Context: an optimization exercise on an open-source flow, tuned for small area, a short achievable clock period and few clock cycles. The choices shown serve that exercise and are no tape-out recipe.
The RTL was checked by simulation tests, not by an equivalence proof against the original design.

== red ==
// HT_TOP
module HT_TOP (
  input clk,
  input rst_n,
  input in_valid,
  input [2:0] in_weight,
  input out_mode,
  output reg out_valid,
  output reg out_code
);
  localparam IDLE = 2'd0, INPUT = 2'd1, MERGE = 2'd2, OUTPUT = 2'd3;
  reg [1:0] state;
  reg [2:0] cnt;
  reg mode;
  reg last;            
  reg xgr;             
  reg [4:0] W[0:6];    
  reg [4:0] xw;        
  reg [2:0] p[0:4];    
  reg inx[0:4];        
  reg [6:0] cr[0:4];   
  integer i, k;
  wire inmode = (state == IDLE) || (state == INPUT);
  wire [8:0] ce;
  genvar g;
  generate
    for (g = 0; g < 7; g = g + 1) begin : g_ce
      SORT_IP cmp (.a(xw), .b(W[g]), .le(ce[g]));
    end
  endgenerate
  assign ce[8:7] = 2'b11;
  wire [4:0] Wx[0:8];
  generate
    for (g = 0; g < 7; g = g + 1) begin : g_wx
      assign Wx[g] = W[g];
    end
  endgenerate
  assign Wx[7] = 5'd31;
  assign Wx[8] = 5'd31;
  reg [7:0] B;   
  reg [2:0] P;   
  always @(*) begin
    for (i = 0; i < 7; i = i + 1) B[i] = (i + cnt < 8) || !ce[i];
    B[7] = 1'b0;
    P = 3'd0;
    for (i = 1; i < 7; i = i + 1) if (B[i]) P = i;
  end
  function automatic [2:0] slot(input [2:0] n, input md);
    case (n)
      3'd0: slot = md ? 3'd3 : 3'd5;   
      3'd1: slot = md ? 3'd4 : 3'd5;   
      3'd2: slot = md ? 3'd1 : 3'd5;   
      3'd3: slot = md ? 3'd5 : 3'd4;   
      3'd4: slot = 3'd0;               
      3'd5: slot = md ? 3'd2 : 3'd1;   
      3'd6: slot = md ? 3'd5 : 3'd2;   
      default: slot = md ? 3'd5 : 3'd3;   
    endcase
  endfunction
  wire [2:0] sx = slot(cnt - 3'd1, mode);   
  wire [2:0] sv = slot(3'd7, mode);         
  wire cA = ce[0];
  wire cC = !ce[1];
  wire cB = !cA && !cC;
  wire [4:0] s01 = W[0] + W[1];
  wire [4:0] s0x = W[0] + xw;
  wire [4:0] sum = cC ? s01 : s0x;
  wire t01, t0x;
  SORT_IP c01 (.a(s01), .b(xw), .le(t01));
  SORT_IP c0x (.a(s0x), .b(W[1]), .le(t0x));
  wire xg = cC ? t01 : t0x;
  reg [2:0] Q;   
  always @(*) begin
    Q = 3'd6;
    for (i = 7; i >= 2; i = i - 1) if (ce[i]) Q = i - 2;
  end
  reg inG[0:4], inS[0:4];
  always @(*) begin
    for (i = 0; i < 5; i = i + 1) begin
      inG[i] = cA ? inx[i] : (!inx[i] && p[i] == 3'd0);
      inS[i] = cA ? (!inx[i] && p[i] == 3'd0) : cC ? (!inx[i] && p[i] == 3'd1) : inx[i];
    end
  end
  always @(posedge clk) begin
    if (inmode) begin
      xw <= {2'b00, in_weight};
      for (i = 0; i < 7; i = i + 1)
  ...
Settings: LEC_CHECK=0, CAP_MARGIN=20, CORE_MARGIN=2, CORE_UTILIZATION=40, SLEW_MARGIN=20; clock period 15.0 ns.
standard.sh (not shown) runs the stock make flow with config.mk's settings and CLKGATE_MAP_FILE= SYNTH_SCRIPT=/design/flow/synth_recipe.tcl, a recipe that flattens the netlist after the stock synthesis.
==> flow/flow/run.sh <==
#!/bin/bash
set -euo pipefail
bash standard.sh SETUP_SLACK_MARGIN=11.3 finish > standard_flow.log 2>&1
Testbench counts of red, summed over its fixed seeds: cycles 31,191.
Changes in blue relative to red:
==> flow/run.sh (new file) <==
#!/bin/bash
# synth_recipe.tcl (not shown) runs the flow's synth.tcl, then flattens the netlist and writes it again
# the make line also repeats each setting of config.mk as NAME=value (left out here)
make -C /OpenROAD-flow-scripts/flow DESIGN_CONFIG=/design/flow/config.mk WORK_HOME=/design/flow/orfs CLKGATE_MAP_FILE= SYNTH_SCRIPT=/design/flow/synth_recipe.tcl finish
removed: flow/flow/run.sh
removed: flow/standard.sh
==> comparison <==
- On register area, blue tracks red almost exactly.
- Of the two candidates, red has the better highest attainable clock frequency and blue the worse one.
- Higher detailed placement HPWL goes to red over blue.
- The final-layout fill cell count of blue is higher than that of red.

[re-timing with driven ports]
No port has a modelled driver above. Below, the same layouts with a new extraction and two added sets of constraints. Step 1, drivers: a clkbuf_16 drives clk and a buf_2 each remaining input, both assumed. Step 2 times the ports against the registers' clock, not the clock port: input delays grow and output delays shrink by t, the midpoint of the rising clock arrivals with the driver on. Three values: ideal ports, drivers, drivers and shift; two values: the first two.
| run | t (ns) | setup WS [ns] | hold WS [ns] | worst setup path after step 2 |
|---|---|---|---|---|
| red | 0.406 | 11.124 / 11.078 / 11.067 | 0.465 / 0.465 / 0.465 | input to register |
| blue | 0.408 | 10.736 / 10.689 / 10.467 | 0.455 / 0.455 / 0.455 | input to register |
After both steps every run listed still meets setup and hold. For blue, which loses most, drivers alone change the setup slack by -0.047 ns; drivers and shift together by -0.269 ns.
